This is an optimization exercise on Yosys and OpenROAD, whose aim is small area and a short achievable clock period, not a production implementation. Where RTL was checked, it was by simulation tests only, not by an equivalence proof against the original. No functional check of the RTL was part of runs 2 to 4. Power and IR drop assume default switching activity.

==> config.mk <==
export PLATFORM = sky130hd
export DESIGN_NAME = ALU_top
export DESIGN_NICKNAME = ALU_top
export VERILOG_FILES = /design/flow/design.v
export SDC_FILE = /design/flow/constraint.sdc
export NUM_CORES = 4
export LEC_CHECK = 0
export CAP_MARGIN = 20
export CORE_MARGIN = 2
export CORE_UTILIZATION = 40
export SLEW_MARGIN = 20
==> design.v <==
module ALU(
           input[63:0] A,
	   input[63:0] B,   
           input[3:0] OPERATION, 
           output[63:0] Out,  
	   output Z  
    );
    reg [63:0] Result;
    assign Out = Result;  
    assign Z = (Result == 64'd0);
    always @(A or B or OPERATION)
    begin
        case(OPERATION)
        	4'b0000:  
           		Result = A & B ; 
        	4'b0001:  
          		Result = A | B ;
        	4'b0010:  
           		Result = A + B;
        	4'b0110:  
           		Result = A-B;
        	4'b0111:  
           		Result = B;
         	4'b1100:  
			Result = ~(A | B);
		4'b0101 : 
			Result = -A-B;
          	default: Result = A + B ; 
        endcase
    end
endmodule
module ALU_top(
    input             clk,
    input      [63:0] A,
    input      [63:0] B,
    input      [3:0]  OPERATION,
    output reg [63:0] Out,
    output reg        Z
);
    reg [63:0] a_q, b_q;
    reg [3:0]  op_q;
    wire [63:0] alu_out;
    wire        alu_z;
    always @(posedge clk) begin
        a_q  <= A;
        b_q  <= B;
        op_q <= OPERATION;
        Out  <= alu_out;
        Z    <= alu_z;
    end
    ALU alu(.A(a_q), .B(b_q), .OPERATION(op_q), .Out(alu_out), .Z(alu_z));
endmodule
==> run.sh <==
#!/bin/bash
# synth_recipe.tcl (not shown) runs the flow's synth.tcl, then flattens the netlist and writes it again
# the make line also repeats each setting of config.mk as NAME=value (left out here)
make -C /OpenROAD-flow-scripts/flow DESIGN_CONFIG=/design/flow/config.mk WORK_HOME=/design/flow/orfs CLKGATE_MAP_FILE= SYNTH_SCRIPT=/design/flow/synth_recipe.tcl finish
==> constraint.sdc <==
create_clock -name core_clock -period 6.5 [get_ports {clk}]
set_input_delay 1.3000 -clock core_clock [delete_from_list [all_inputs] [get_ports {clk}]]
set_output_delay 1.3000 -clock core_clock [all_outputs]
set_load 0.01 [all_outputs]
==> out/metrics.yaml, run 1 <==
routing:
  vias: 19370
  drc: 0
  wl_per_cell_um: 25.44
  ant_nets: 0
  dr.pass1.iters: 6
  wirelength_um: 79820
  drt_iter0_markers: 2077
  vias_per_cell: 6.173
timing:
  min_period_ns: 6.208
  hold_violations: 0
  setup_violations: 0
  postLayoutSetupSlackWorst_ns: 0.2916
  rsz0062_at_grt: "no"
  worst_slew_pin_slew_ns: 1.070
  maxSlewHeadroom_pct: 28.37
  finalMaxSlewViolations: 0
  finalCritPeriodShare_pct: 95.51
  clock.fmax_mhz: 161.1
  hold_slack_ns: 0.6782
  fin_skew_ns: 0.01903
die:
  die_area_mm2: 0.04763
  die_w_um: 218.2
  rows: 78
  core_area_mm2: 0.04538
  die_h_um: 218.2
  ios: 198
  start_util_pct: 40.45
clocking:
  clk_pin_slew_ns: 0.08
  htree_num_levels: 4
  cts_tree: "built"
  cts-root-buf: "clkbuf_16"
  cts.sinks: 197
  clockBufferDepth: 2
  clock_latency_ns: 0.52
  hold_buffers: 0
  cts_buffers: 17
yosys:
  syn-cell-area_mm2: 0.01836
  syn_area_per_cell_um2: 7.672
  ys_ff_latch: 197
  synth_cell_types: 81
  synth_top_family_by_area: "compound AO/OA/AOI/OAI gates"
  yosysWarningCount: 2
  ys_top_cells_by_area: "dfxtp_1, ha_1, a21oi_1, xnor2_1, nand2_1"
  synthMuxAreaShare_pct: 0.8383
  synth_fa_ha_area_share_pct: 17.60
  synth.yosys.seq_area_share_pct: 21.48
  synth-xor-area-share_pct: 6.965
  synth_edf_count: 0
  synth-compound-area-share_pct: 28.05
  synth-simple-area-share_pct: 18.78
  synth_cells: 2393
  synth-main-ff-cell: "dfxtp_1"
  synth_top_area_share_pct: 21.48
  syn_nets: 2783
  async_flop_share_pct: 0
  yosys.area.top_type: "dfxtp_1"
setup_path:
  arrival_ns: 6.64
  worstSetupPathType: "register to register"
  worstSetupStartpointType: "register"
  critPathCaptureType: "register"
  worst-path-max-fanout: 9
  cp_data_required_time_ns: 6.93
grt:
  grt_max_degree: 46
  grt_pass1_wl_um: 116700
  antenna_found_initial: 3
  grt_overflow: 0
  grtUsageTotal_pct: 32.97
  grt_pass1_vias: 18400
power_and_ir_drop:
  leakagePower_nw: 9.183
  powerDensity_mw_per_mm2: 221.0
  peakVddDrop_uv: 208.8
place:
  placed_area_mm2: 0.02096
  dp.cells: 3106
  io_buffers: 197
  gp_congestion: 1.015
  dp_hpwl_um: 64280
  dp_slack_ns: -0.1310
min_path:
  hp-class: "register to register"
cells_and_area:
  fin_cells: 3138
  final_area_mm2: 0.02167
  mostFrequentLayoutCell: "ha_1"
  diodes: 0
  fin_nets: 2915
  final_cell_mix: "ha_1, nand2_1, a21oi_1, dfxtp_1, clkdlybuf4s50_1"
  multi_input_area_mm2: 0.01334
  regArea_mm2: 0.003944
  area_delta_synth_final_pct: 18.01
  drive_above_1_share_pct: 5.083
  n_fill_cell: 4557
  final_util_pct: 47.74
outcome:
  outcome: "timing/DRC/antenna clean"
run:
  drv_cap: 0
-- per-stage QoR --
step           power (mW)  setup TNS (ns)
5_1_grt             5.002               0
6_report            4.789               0
2_1_floorplan       2.669               0
3_3_place_gp        3.556        -0.09613
4_1_cts             4.762               0
3_5_place_dp        3.547         -0.1310
-- synth_stat cells (all sizes together), types with 14 or more instances --
cell,instances
o2111ai,16
nand3,50
o21ai,148
a31oi,33
nand4,68
inv,165
nand2b,14
a21o,61
ha,255
clkbuf,111
dfxtp,197
or3,17
o211ai,33
a22oi,41
nor4,28
nand2,227
xor2,33
o21bai,17
a221oi,26
a21oi,208
nor2b,17
a211oi,16
o221ai,18
and3,22
buf,24
xnor2,113
o31ai,21
o21a,21
nor2,148
nor3,42
and2,21
-- where the power goes --
group / total, mW / internal [mW] / switching, mW
clock: 1.19 / 0.686 / 0.508
combinational: 2.13 / 0.849 / 1.28
sequential: 1.47 / 1.36 / 0.108
total: 4.79 / 2.89 / 1.90
-- final cells by class --
cell class              instances  area share (%)
multi-input cells            1896           61.55
inverters                     165           2.859
flip-flops and latches        197           18.20
clock buffers                  22           2.235
repair buffers                248           10.93
clock inverters                10          0.7623
well taps                     600           3.465
-- sequential cells by signal, summed over array words and instances (netlist names) --
signal / count
Out: 64
Z: 1
b_q: 64
op_q: 4
a_q: 64
-- path summary, 6_finish.rpt --
check          start  depth (start not counted)       to  slack (ns)
min reg2reg  b_q[12]                          2  Out[12]        0.68
min          b_q[12]                          2  Out[12]        0.68
max          b_q[10]                         20        Z        0.29
max reg2reg  b_q[10]                         20        Z        0.29
-- routing by layer --
| layer | track usage (%) | part of all wire (%) | up-vias |
|---|---|---|---|
| li1 | - | - | 9038 |
| met1 | 45.35 | 45 | 9178 |
| met2 | 50.35 | 43 | 988 |
| met3 | 6.291 | 8.5 | 164 |
| met4 | 13.42 | 3.7 | 4 |
| met5 | 0 | 0.028 | - |
-- worst max-delay path, stage by stage, from the launching register on --
cell	delay, ns
dfxtp_1	0.34
or4_1	0.58
nor4_1	0.36
and3_2	0.36
and3_1	0.33
and3_2	0.33
a31oi_1	0.12
xnor2_1	0.14
ha_1	0.42
a21oi_1	0.27
o21ai_0	0.17
nor3_1	0.25
o21ai_0	0.15
and2_1	0.21
o21a_1	0.28
mux2_2	0.26
o211ai_1	0.23
nor4_2	0.59
and4_1	0.34
nand4_1	0.13
nor4_2	0.26
-- cell families (layout without fill, tap and decap cells) --
| group | count (synthesis) | in the layout |
|---|---|---|
| AOI/OAI and AO/OA | 773 | 773 |
| xor gates and xnor gates | 146 | 146 |
| adders and majority gates | 257 | 257 |
| buffers and inverters | 300 | 445 |
| DFF | 197 | 197 |
| muxes | 15 | 15 |
| and+or+nand+nor | 705 | 705 |
-- what timing repair did --
action,CTS,global route
endpoints found under the setup margin,1,1
buffers inserted,0,0
gates resized for setup,1,12
==> inputs of run 2 (changes only) <==
==> design.v (replaced) <==
module ALU_pre #(parameter K = 4) (
    input  [63:0]       A,
    input  [63:0]       B,
    input  [3:0]        OPERATION,
    output [63:0]       S,       
    output [64/K-2:0]   G        
);
    localparam NB = 64 / K;
    wire op_and  = (OPERATION == 4'b0000);
    wire op_or   = (OPERATION == 4'b0001);
    wire op_pass = (OPERATION == 4'b0111);
    wire op_nor  = (OPERATION == 4'b1100);
    wire op_sub  = (OPERATION == 4'b0110);
    wire op_neg  = (OPERATION == 4'b0101);
    wire logic_op = op_and | op_or | op_pass | op_nor;
    wire [63:0] L = ({64{op_and}}  & (A & B))
                  | ({64{op_or}}   & (A | B))
                  | ({64{op_pass}} & B)
                  | ({64{op_nor}}  & ~(A | B));
    wire [63:0] An = A ^ B ^ 64'd1;
    wire [63:0] Bn = {~(A[62:1] | B[62:1]), ~(A[0] & B[0]), 1'b0};
    wire [63:0] X = logic_op ? L : (op_neg ? An : A);
    wire [63:0] Y = logic_op ? 64'd0 : (op_neg ? Bn : (op_sub ? ~B : B));
    wire cin = op_sub | op_neg;
    genvar j;
    generate
        for (j = 0; j < NB; j = j + 1) begin : blk
            wire [K:0] sum;
            if (j == 0) begin : b0
                assign sum = X[K-1:0] + Y[K-1:0] + cin;
            end else begin : bj
                assign sum = X[j*K +: K] + Y[j*K +: K];
            end
            assign S[j*K +: K] = sum[K-1:0];
            if (j < NB - 1) begin : g
                assign G[j] = sum[K];
            end
        end
    endgenerate
endmodule
module ALU_post #(parameter K = 4) (
    input  [63:0]       S,
    input  [64/K-2:0]   G,
    output [63:0]       Out,
    output              Z
);
    localparam NB = 64 / K;
    wire [NB-1:0] P, Zb;
    wire [NB-1:0] c;    
    genvar j, l;
    generate
        for (j = 0; j < NB; j = j + 1) begin : bp
            assign P[j]  = &S[j*K +: K];
            assign Zb[j] = ~|S[j*K +: K];
        end
    endgenerate
    localparam LV = (NB <= 2) ? 1 : $clog2(NB - 1) + 1;
    wire [NB-2:0] gg [0:LV];
    wire [NB-2:0] pp [0:LV];
    assign gg[0] = G;
    assign pp[0] = P[NB-2:0];
    generate
        for (l = 0; l < LV; l = l + 1) begin : lvl
            for (j = 0; j < NB - 1; j = j + 1) begin : node
                if (j >= (1 << l)) begin : comb
                    assign gg[l+1][j] = gg[l][j] | (pp[l][j] & gg[l][j - (1 << l)]);
                    assign pp[l+1][j] = pp[l][j] & pp[l][j - (1 << l)];
                end else begin : pass
                    assign gg[l+1][j] = gg[l][j];
                    assign pp[l+1][j] = pp[l][j];
                end
            end
        end
    endgenerate
    assign c = {gg[LV], 1'b0};
    wire [NB-1:0] zblk;
    generate
        for (j = 0; j < NB; j = j + 1) begin : inc
            assign Out[j*K +: K] = S[j*K +: K] + c[j];
            assign zblk[j] = c[j] ? P[j] : Zb[j];
        end
    endgenerate
    assign Z = &zblk;
endmodule
module ALU_top(
    input             clk,
    input      [63:0] A,
    input      [63:0] B,
    input      [3:0]  OPERATION,
    output reg [63:0] Out,
    output reg        Z
);
    localparam K = 4;
    wire [63:0]     s_d;
    wire [64/K-2:0] g_d;
    reg  [63:0]     s_q;
    reg  [64/K-2:0] g_q;
    wire [63:0]     alu_out;
    wire            alu_z;
    ALU_pre  #(.K(K)) pre (.A(A), .B(B), .OPERATION(OPERATION), .S(s_d), .G(g_d));
    ALU_post #(.K(K)) post(.S(s_q), .G(g_q), .Out(alu_out), .Z(alu_z));
    always @(posedge clk) begin
        s_q <= s_d;
        g_q <= g_d;
        Out <= alu_out;
        Z   <= alu_z;
    end
endmodule
==> run 2 against run 1 <==
  * Non-clock buffer count shrank 36
  * Largest power group unchanged
  * Cell area decreased by 28%
  * Hold slack got worse by 0.32 ns
  * Cell count is 32% lower
==> out/metrics.yaml, run 2 <==
power_and_ir_drop:
  p_sw_mw: 1.432
  powerDensity_mw_per_mm2: 262.0
  total_power_mw: 4.100
  comb_power_share_pct: 39.7
  peakVddDrop_uv: 196.1
  p_sw_share_pct: 34.92
  pwr-share-seq_pct: 36.5
  p_clk_share_pct: 23.8
  cellInternalPower_mw: 2.669
  leakagePower_nw: 7.248
grt:
  grt_pass1_vias: 11130
  grt_max_degree: 108
  grt_pass1_wl_um: 59510
  grtUsageTotal_pct: 22.56
  antenna_found_initial: 6
  grt_overflow: 0
yosys:
  yosysWarningCount: 2
  syn_nets: 1947
  syn-cell-area_mm2: 0.01270
  yosysMostFrequentCell: "ha_1"
  syn_area_per_cell_um2: 8.055
  ys_top_cells_by_area: "dfxtp_1, ha_1, xnor2_1, a21oi_1, inv_1"
  synth-main-ff-cell: "dfxtp_1"
  synth_cell_types: 65
  async_flop_share_pct: 0
  synth.yosys.seq_area_share_pct: 22.69
  synth_edf_count: 0
  netlist_top_cells_count: "ha_1, inv_1, nor2_1"
  yosys.area.top_type: "dfxtp_1"
  synth_top_area_share_pct: 22.69
  ys_ff_latch: 144
  synth_cells: 1577
clocking:
  hold_buffers: 0
  cts_buffers: 17
  clockBufferDepth: 2
  cts.sinks: 144
  clock_latency_ns: 0.44
  clk_pin_slew_ns: 0.07
  cts_setup_buffers: 0
  htree_num_levels: 4
  post_cts_resize_count: 0
  cts-root-buf: "clkbuf_16"
  cts_tree: "built"
cells_and_area:
  fin_nets: 2092
  reg_top3: "Out x64, s_q x64, g_q x15"
  mostFrequentLayoutCell: "ha_1"
  drive_above_1_share_pct: 4.207
  n_fill_cell: 3015
  final_cell_mix: "ha_1, clkdlybuf4s50_1, inv_1, nor2_1, a21oi_1"
  final_area_mm2: 0.01565
  area_delta_synth_final_pct: 23.21
  final_util_pct: 49.86
place:
  dp_slack_ns: 1.577
  dp_hpwl_um: 27270
  placed_area_mm2: 0.01507
  gp_congestion: 0.8475
  io_buffers: 197
timing:
  maxSlewHeadroom_pct: 39.24
  postLayoutSetupSlackWorst_ns: 2.015
  setup-tns-final_ns: 0
  min_period_ns: 4.485
  rsz0062_at_grt: "no"
  clock.fmax_mhz: 223.0
  finalCritPeriodShare_pct: 69.00
  hold_violations: 0
  setup_violations: 0
  finalMaxSlewViolations: 0
  fin_skew_ns: 0.01282
  worst_slew_pin_slew_ns: 0.9092
routing:
  dr.pass1.iters: 5
  drt_iter0_markers: 771
  drc: 0
  ant_nets: 0
  vias_per_cell: 5.328
  wl_per_cell_um: 17.38
  wirelength_um: 37190
  vias: 11400
die:
  die_area_mm2: 0.03320
  ios: 198
  die_h_um: 182.2
  rows: 65
  die_w_um: 182.2
  start_util_pct: 40.47
  core_area_mm2: 0.03139
setup_path:
  worstSetupStartpointType: "input pin"
  worstSetupPathType: "input pin to register"
  path_buf_inv: 2
  crit_family: "simple AND/OR/NAND/NOR gates"
  crit_top_cell: "a21o_1"
  cp_cell_sequence: "clkdlybuf4s50_1, nor2b_1, and3_2, or2_4, buf_4, a21oi_1, ha_1, fa_1, a21o_1, a21o_1"
  slowest_stage: "or2_4"
  worst-path-max-fanout: 63
  arrival_ns: 4.81
  critPathCaptureType: "register"
  critical_path.max_stage_delay_ns: 0.66
  cp_data_required_time_ns: 6.83
min_path:
  hp-class: "register to register"
outcome:
  outcome: "timing/DRC/antenna clean"
run:
  drv_cap: 0
[run 2: changes by cell type in the layout (fill, tap and decap cells not counted), moves of 41 or more]
cell | before | now
a22oi_1 | 41 | 0
a21oi_1 | 205 | 150
nand4_1 | 68 | 6
dfxtp_1 | 197 | 144
nand2_1 | 226 | 130
buf_4 | 50 | 9
o21ai_0 | 146 | 20
[run 2: kinds of logic (layout without fill, tap and decap cells)]
family	count (synthesis)	count (layout)	share of synthesized area, %
DFF	144	144	22.69
muxes	6	6	0.4826
buffers and inverters	266	424	7.978
adders and majority gates	237	237	24.35
xor gates and xnor gates	127	127	8.756
AOI/OAI and AO/OA	358	358	19.06
other	0	3	0
and+or+nand+nor	439	439	16.68
[run 2: per-stage QoR]
step | cells | hold WS (ns)
finish | 2140 | 0.3560
global placement | 2105 | 0.3415
floorplan | 1577 | 0.3311
CTS | 2137 | 0.3570
global route | 2138 | 0.3637
detailed placement | 2105 | 0.3433
[run 2: final cells by class]
cell class / count / area [um2] / share of cell area (%)
Antenna cell: 3 / 7.507 / 0.04797
Clock buffer: 18 / 429.2 / 2.742
Clock inverter: 14 / 145.1 / 0.9273
Inverter: 180 / 675.6 / 4.317
Multi-Input combinational cell: 1167 / 8848 / 56.54
Sequential cell: 144 / 2883 / 18.42
Tap cell: 402 / 503.0 / 3.214
Timing Repair Buffer: 212 / 2160 / 13.80
[run 2: power groups by stage]
stage                     registers (mW)  clock network [mW]  logic (mW)
after floorplan                     1.55                   0       0.782
after global placement              1.50                   0        1.62
after detailed placement            1.51                   0        1.63
after CTS                           1.50                1.00        1.65
after global routing                1.54                1.04        1.80
final                               1.50               0.976        1.63
[run 2: path summary, 6_finish.rpt]
check | from | to | slack [ns] | cells after the start
setup / recovery | OPERATION[2] | g_q[9] | 2.01 | 10
setup reg to reg | s_q[6] | Z | 3.43 | 8
hold / removal | s_q[1] | Out[1] | 0.36 | 0
hold reg to reg | s_q[1] | Out[1] | 0.36 | 0
[run 2: layer usage]
layer  vias to the layer above  track usage [%]  wire, um
met5                         -                0        39
met4                         6            5.419       463
met3                        33            4.550      2504
met2                       306            37.73     17220
met1                      5339            29.85     16960
li1                       5717                -         -
==> inputs of run 3 (changes only) <==
--- a/design.v
+++ b/design.v
@@ -22,18 +22,23 @@
     wire [63:0] X = logic_op ? L : (op_neg ? An : A);
     wire [63:0] Y = logic_op ? 64'd0 : (op_neg ? Bn : (op_sub ? ~B : B));
     wire cin = op_sub | op_neg;
-    genvar j;
+    wire [63:0] p = X ^ Y;
+    wire [63:0] g = X & Y;
+    genvar j, i;
     generate
         for (j = 0; j < NB; j = j + 1) begin : blk
-            wire [K:0] sum;
+            wire [K:0] c;    
             if (j == 0) begin : b0
-                assign sum = X[K-1:0] + Y[K-1:0] + cin;
+                assign c[0] = cin;
             end else begin : bj
-                assign sum = X[j*K +: K] + Y[j*K +: K];
+                assign c[0] = 1'b0;
             end
-            assign S[j*K +: K] = sum[K-1:0];
-            if (j < NB - 1) begin : g
-                assign G[j] = sum[K];
+            for (i = 0; i < K; i = i + 1) begin : bt
+                assign c[i+1] = g[j*K+i] | (p[j*K+i] & c[i]);
+                assign S[j*K+i] = p[j*K+i] ^ c[i];
+            end
+            if (j < NB - 1) begin : gout
+                assign G[j] = c[K];
             end
         end
     endgenerate
@@ -47,24 +52,26 @@
     localparam NB = 64 / K;
     wire [NB-1:0] P, Zb;
     wire [NB-1:0] c;    
-    genvar j, l;
+    genvar j, l, i;
     generate
         for (j = 0; j < NB; j = j + 1) begin : bp
             assign P[j]  = &S[j*K +: K];
             assign Zb[j] = ~|S[j*K +: K];
         end
     endgenerate
-    localparam LV = (NB <= 2) ? 1 : $clog2(NB - 1) + 1;
-    wire [NB-2:0] gg [0:LV];
-    wire [NB-2:0] pp [0:LV];
+    localparam N = NB - 1;
+    localparam LV = (N <= 1) ? 1 : $clog2(N);
+    wire [N-1:0] gg [0:LV];
+    wire [N-1:0] pp [0:LV];
     assign gg[0] = G;
-    assign pp[0] = P[NB-2:0];
+    assign pp[0] = P[N-1:0];
     generate
         for (l = 0; l < LV; l = l + 1) begin : lvl
-            for (j = 0; j < NB - 1; j = j + 1) begin : node
-                if (j >= (1 << l)) begin : comb
-                    assign gg[l+1][j] = gg[l][j] | (pp[l][j] & gg[l][j - (1 << l)]);
-                    assign pp[l+1][j] = pp[l][j] & pp[l][j - (1 << l)];
+            for (j = 0; j < N; j = j + 1) begin : node
+                if ((j >> l) & 1) begin : comb
+                    localparam integer SRC = ((j >> l) << l) - 1;
+                    assign gg[l+1][j] = gg[l][j] | (pp[l][j] & gg[l][SRC]);
+                    assign pp[l+1][j] = pp[l][j] & pp[l][SRC];
                 end else begin : pass
                     assign gg[l+1][j] = gg[l][j];
                     assign pp[l+1][j] = pp[l][j];
@@ -76,7 +83,13 @@
     wire [NB-1:0] zblk;
     generate
         for (j = 0; j < NB; j = j + 1) begin : inc
-            assign Out[j*K +: K] = S[j*K +: K] + c[j];
+            for (i = 0; i < K; i = i + 1) begin : bt
+                if (i == 0) begin : b0
+                    assign Out[j*K] = S[j*K] ^ c[j];
+                end else begin : bi
+                    assign Out[j*K+i] = S[j*K+i] ^ (c[j] & (&S[j*K +: i]));
+                end
+            end
             assign zblk[j] = c[j] ? P[j] : Zb[j];
         end
     endgenerate
==> run 3 against run 2 <==
  * Total power shrank 4.1%
  * Setup slack lost 0.46 ns
  * Clock power grew 8%
  * Synthesized area shrank 6.5%
  * Cell area shrank 4.8%
  * Flip-flop and latch count is the same
  * Register-to-register slack gained 0.20 ns
  * Sequential power is essentially flat
  * Critical path type unchanged
==> out/metrics.yaml, run 3 <==
place:
  dp.cells: 1937
  io_buffers: 197
  gp_congestion: 0.7931
  dp_hpwl_um: 22980
  dp_slack_ns: 1.124
clocking:
  post_cts_resize_count: 0
  cts_setup_buffers: 0
  htree_num_levels: 4
  clockBufferDepth: 2
  clock_latency_ns: 0.43
  clk_pin_slew_ns: 0.06
  cts-root-buf: "clkbuf_16"
  cts_tree: "built"
  hold_buffers: 0
  cts.sinks: 144
  cts_buffers: 17
cells_and_area:
  mostFrequentLayoutCell: "inv_1"
  drive_above_1_share_pct: 4.687
  final_util_pct: 50.68
  fin_cells: 1970
  fin_nets: 1905
  area_delta_synth_final_pct: 25.45
  reg_top3: "Out x64, s_q x64, g_q x15"
  final_cell_mix: "inv_1, clkdlybuf4s50_1, nand2_1, ha_1, dfxtp_1"
setup_path:
  reg2reg_depth: 8
  slowest_stage: "clkdlybuf4s50_1"
  cp_data_required_time_ns: 6.83
  reg2reg_from: "s_q[18]"
  cp_cell_sequence: "clkdlybuf4s50_1, nor2b_1, and3_2, buf_12, a22oi_1, o2111ai_1, o21ai_0, fa_1, fa_1, fa_1, fa_1, inv_1"
  worstSetupStartpointType: "input pin"
  cp.depth: 12
  worst-path-max-fanout: 64
  reg2reg_slack_ns: 3.63
  worstSetupPathType: "input pin to register"
  crit_start: "OPERATION[2]"
  worstSetupEndpoint: "s_q[3]"
  worst_r2r_endpoint: "Z"
  crit_top_cell: "fa_1"
  critical_path.max_stage_delay_ns: 0.61
  path_buf_inv: 3
  crit_family: "adder cells"
  arrival_ns: 5.27
  critPathCaptureType: "register"
grt:
  grtUsageTotal_pct: 21.44
  grt_pass1_vias: 10030
  grt_pass1_wl_um: 52540
  antenna_found_initial: 3
  grt_max_degree: 75
  grt_overflow: 0
yosys:
  async_flop_share_pct: 0
  ys_ff_latch: 144
  ys_top_cells_by_area: "dfxtp_1, ha_1, fa_1, xnor2_1, inv_1"
  syn_area_per_cell_um2: 8.400
  netlist_top_cells_count: "inv_1, nand2_1, ha_1"
  synth_edf_count: 0
  synth-main-ff-cell: "dfxtp_1"
  syn_nets: 1753
  yosys.area.top_type: "dfxtp_1"
  syn-cell-area_mm2: 0.01188
  synth_cell_types: 62
  synth_top_area_share_pct: 24.27
  synth_cells: 1414
  yosysWarningCount: 2
  yosysMostFrequentCell: "inv_1"
  synth.yosys.seq_area_share_pct: 24.27
timing:
  min_period_ns: 4.940
  worst_slew_pin_slew_ns: 0.8445
  finalCritPeriodShare_pct: 76.00
  clock.fmax_mhz: 202.4
  finalMaxSlewViolations: 0
  setup_violations: 0
  setup-tns-final_ns: 0
  fin_skew_ns: 0.01396
  rsz0062_at_grt: "no"
  hold_violations: 0
  hold_slack_ns: 0.3776
  maxSlewHeadroom_pct: 43.70
  postLayoutSetupSlackWorst_ns: 1.560
routing:
  top_layer_used: "met5"
  drt-met1-wl_um: 14940
  wl_per_cell_um: 16.59
  vias_per_cell: 5.257
  dr.pass1.iters: 5
  drc: 0
  ant_nets: 0
  drt_iter0_markers: 615
  wl_met3_um: 1741
  wl_met2_um: 15280
  wirelength_um: 32690
  vias: 10360
power_and_ir_drop:
  peakVddDrop_uv: 156.1
  powerDensity_mw_per_mm2: 264.0
  leakagePower_nw: 6.634
die:
  die_w_um: 176.3
  rows: 63
  core_area_mm2: 0.02940
  ios: 198
  start_util_pct: 40.40
  die_area_mm2: 0.03109
  die_h_um: 176.3
outcome:
  outcome: "timing/DRC/antenna clean"
min_path:
  hp-class: "register to register"
run:
  drv_cap: 0
==> run 3: worst min-delay path by stage <==
stage	start	end	depth (start not counted)
after floorplan	s_q[1]	Out[1]	0
after global placement	s_q[2]	Out[2]	0
after detailed placement	s_q[2]	Out[2]	0
after CTS	s_q[2]	Out[2]	0
after global routing	s_q[3]	Out[3]	0
final	s_q[2]	Out[2]	0
==> run 3: cells by family after synthesis <==
family | count (synthesis) | share of synthesized area [%]
AOI/OAI and AO/OA | 335 | 20.83
xor gates and xnor gates | 112 | 8.259
adders and majority gates | 206 | 24.73
buffers and inverters | 280 | 8.912
DFF | 144 | 24.27
muxes | 3 | 0.2634
and+or+nand+nor | 334 | 12.74
==> run 3: final cells by class <==
class                           count  area (um2)
Multi-Input combinational cell    990        7985
Clock inverter                     13       178.9
Clock buffer                       19       432.9
Timing Repair Buffer              213        2180
Inverter                          200       750.7
Antenna cell                        1       2.502
Tap cell                          390       488.0
Sequential cell                   144        2883
Fill cell                        2769       14500
==> run 3: worst reg2reg max path, cell delays in order (launching register included) <==
cell       delay, ns
dfxtp_1         0.34
and4_4          0.21
and2_4          0.17
a22o_4          0.27
or4_4           0.54
and2_1          0.19
o21ai_0         0.28
o2111ai_1       0.36
a2111oi_2       0.37
==> run 3: stage by stage <==
stage / cell area (um2) / total power [mW]
after floorplan: 11880 / 2.172
after global placement: 14290 / 2.897
after detailed placement: 14290 / 2.912
after CTS: 14900 / 3.989
after global routing: 14900 / 4.217
final: 14900 / 3.934
==> run 3: where the power goes <==
part	switching, mW	internal (mW)
logic	0.645	0.762
clock network	0.438	0.615
registers	0.225	1.25
==> run 3: routing by layer <==
metal | vias up | GRT usage (%)
li1 | 5171 | -
met1 | 4885 | 28.26
met2 | 252 | 35.41
met3 | 45 | 4.500
met4 | 4 | 6.198
met5 | - | 0
==> inputs of run 4 (changes only) <==
--- a/config.mk
+++ b/config.mk
@@ -5,7 +5,9 @@
 export SDC_FILE = /design/flow/constraint.sdc
 export NUM_CORES = 4
 export LEC_CHECK = 0
+export ABC_CLOCK_PERIOD_IN_PS = 1500
 export CAP_MARGIN = 20
 export CORE_MARGIN = 2
 export CORE_UTILIZATION = 40
+export SETUP_SLACK_MARGIN = 4.0
 export SLEW_MARGIN = 20
==> run 4 against run 3 <==
  * Via count is 15% higher
  * Flip-flop and latch count unchanged
  * Total power rose by 3.8%
  * Register-to-register slack gained 0.28 ns
  * Still clean
  * Largest cell class unchanged
==> out/metrics.yaml, run 4 <==
yosys:
  synth-main-ff-cell: "dfxtp_1"
  syn-cell-area_mm2: 0.01188
  ys_ff_latch: 144
  async_flop_share_pct: 0
  syn_nets: 1753
  yosysMostFrequentCell: "inv_1"
  synth.yosys.seq_area_share_pct: 24.27
  synth_top_area_share_pct: 24.27
  yosysWarningCount: 2
  yosys.area.top_type: "dfxtp_1"
  synth_edf_count: 0
  ys_top_cells_by_area: "dfxtp_1, ha_1, fa_1, xnor2_1, inv_1"
  synth_cells: 1414
  netlist_top_cells_count: "inv_1, nand2_1, ha_1"
  syn_area_per_cell_um2: 8.400
  synth_cell_types: 62
clocking:
  clock_latency_ns: 0.44
  cts.sinks: 144
  hold_buffers: 0
  clockBufferDepth: 2
  cts_tree: "built"
  cts-root-buf: "clkbuf_16"
  cts_buffers: 17
  clk_pin_slew_ns: 0.07
  htree_num_levels: 4
routing:
  drc: 0
  drt_iter0_markers: 924
  vias: 11860
  ant_nets: 0
  dr.pass1.iters: 7
  vias_per_cell: 5.580
  wirelength_um: 44700
  wl_per_cell_um: 21.03
power_and_ir_drop:
  powerDensity_mw_per_mm2: 224.4
  leakagePower_nw: 8.034
  peakVddDrop_uv: 155.5
  total_power_mw: 4.085
setup_path:
  arrival_ns: 4.06
  cp_data_required_time_ns: 6.83
  critical_path.max_stage_delay_ns: 0.53
  worst-path-max-fanout: 8
  worstSetupPathType: "input pin to register"
  cp_cell_sequence: "buf_12, nor2b_4, nand2_2, nor2_4, buf_4, buf_4, buf_12, buf_16, buf_4, xnor2_1, a211oi_2, fa_2, inv_2, fa_2, fa_2, inv_1"
  slowest_stage: "fa_2"
  critPathCaptureType: "register"
  worstSetupStartpointType: "input pin"
grt:
  grt_overflow: 0
  antenna_found_initial: 4
  grt_pass1_wl_um: 66630
  grtUsageTotal_pct: 28.09
  grt_pass1_vias: 11630
  grt_max_degree: 47
cells_and_area:
  final_area_mm2: 0.01821
  fin_cells: 2126
  mostFrequentLayoutCell: "nand2_1"
  fin_nets: 2060
  drive_above_1_share_pct: 26.70
  final_cell_mix: "nand2_1, inv_1, ha_1, dfxtp_1, clkdlybuf4s50_1"
  area_delta_synth_final_pct: 53.29
  reg_top3: "Out x64, s_q x64, g_q x15"
timing:
  setup-tns-final_ns: 0
  finalMaxSlewViolations: 0
  clock.fmax_mhz: 268.4
  maxSlewHeadroom_pct: 51.81
  worst_slew_pin_slew_ns: 0.7196
  hold_slack_ns: 0.3607
  finalCritPeriodShare_pct: 57.33
  min_period_ns: 3.726
  rsz0062_at_grt: "yes"
  setup_violations: 0
  hold_violations: 0
  fin_skew_ns: 0.01183
die:
  die_h_um: 176.3
  start_util_pct: 40.40
  ios: 198
  die_area_mm2: 0.03109
  rows: 63
  die_w_um: 176.3
  core_area_mm2: 0.02940
place:
  placed_area_mm2: 0.01440
  dp_hpwl_um: 23920
  dp.cells: 1941
  io_buffers: 197
  gp_congestion: 0.8451
run:
  drv_cap: 0
min_path:
  hp-class: "register to register"
outcome:
  outcome: "timing/DRC/antenna clean"
-- run 4: cell count changes in the layout (fill, tap and decap cells not counted), sizes merged, moves of 3 or more --
cell           before  now
buf                16  162
bufbuf              0    7
bufinv              3    0
clkdlybuf4s50     197  101
dlygate4sd2         0   88
dlymetal6s2s        0    4
inv               205  208
nand2             173  176
-- run 4: logic make-up (layout without fill, tap and decap cells) --
kind of cell / count (synthesis) / count (layout) / synth area share [%]
AO/OA/AOI/OAI: 335 / 335 / 20.83
AND/OR/NAND/NOR: 334 / 339 / 12.74
buffers and inverters: 280 / 595 / 8.912
adder cells (fa/ha/maj): 206 / 206 / 24.73
flip-flops: 144 / 144 / 24.27
XOR/XNOR: 112 / 112 / 8.259
multiplexers: 3 / 3 / 0.2634
other: 0 / 2 / 0
-- run 4: path summary, 6_finish.rpt --
check,depth (start not counted),startpoint,slack (ns),end
hold reg to reg,0,s_q[2],0.36,Out[2]
hold / removal,0,s_q[2],0.36,Out[2]
setup reg to reg,9,s_q[16],3.91,Z
setup / recovery,16,OPERATION[2],2.77,s_q[15]
-- run 4: per-layer routing --
metal  wire, um  share of wire (%)  vias up  GRT usage, %
met5         25              0.056        -             0
met3       3333                7.5      108         4.759
met4       1546                3.5        4         9.745
met2      21010                 47      532         46.44
met1      18790                 42     5696         37.07
li1           -                  -     5524             -
-- run 4: layout make-up --
type,count,area [um2]
Antenna cell,2,5.005
Clock buffer,18,429.2
Clock inverter,14,121.4
Fill cell,2446,11190
Inverter,200,750.7
Multi-Input combinational cell,995,9402
Sequential cell,144,2898
Tap cell,390,488.0
Timing Repair Buffer,363,4114
-- run 4: where the power goes --
group | internal, mW | total, mW | switching [mW]
Clock | 0.502 | 0.976 | 0.474
Combinational | 0.820 | 1.64 | 0.816
Sequential | 1.25 | 1.47 | 0.222
-- run 4: per-stage QoR --
stage                     worst slack (ns)  utilization, %
after floorplan                      2.471               -
after global placement               1.193           48.98
after detailed placement             1.086           48.98
after CTS                            2.875           59.81
after global routing                 2.658           61.92
final                                2.774           61.93
-- run 4: critical path, delay by kind of cell --
family | cells | cell delay, ns
xor gates and xnor gates | 1 | 0.14
and+or+nand+nor | 3 | 0.26
adders and majority gates | 3 | 1.17
AOI/OAI and AO/OA | 1 | 0.32
buffers and inverters | 8 | 0.85
-- run 4: timing repair --
| action | CTS | global route |
|---|---|---|
| cloned | 22 | 1 |
| setup buffers | 93 | 35 |
| resized for setup | 405 | 68 |
| endpoints found under the setup margin | 149 | 85 |
| pin swaps | 121 | 63 |

[afterwards: timing with drivers on the ports]
No port has a modelled driver above. Below, the same layouts with a new extraction and two added sets of constraints.
Step 1 assumes that a clkbuf_16 drives the clock port and a buf_2 every other input.
Step 2, shift: input delay + t, output delay - t, t = (earliest + latest rising clock arrival at the registers) / 2. This alone moves slack from input paths to output paths.
Three values: no drivers, after step 1, after step 2; two values: the first two.
| run | shift t [ns] | setup WS [ns] | worst register clock-pin slew, ns |
|---|---|---|---|
| run 1 | 0.567 | 0.292 / 0.292 / 0.292 | 0.08 / 0.08 |
| run 2 | 0.484 | 2.015 / 2.040 / 1.556 | 0.07 / 0.07 |
| run 3 | 0.475 | 1.560 / 1.583 / 1.108 | 0.07 / 0.07 |
| run 4 | 0.490 | 2.774 / 2.767 / 2.277 | 0.08 / 0.08 |
After both steps setup and hold are still met in every run listed. The setup slack of run 4, which loses most, moves by -0.007 ns with the drivers and by -0.497 ns with both steps.
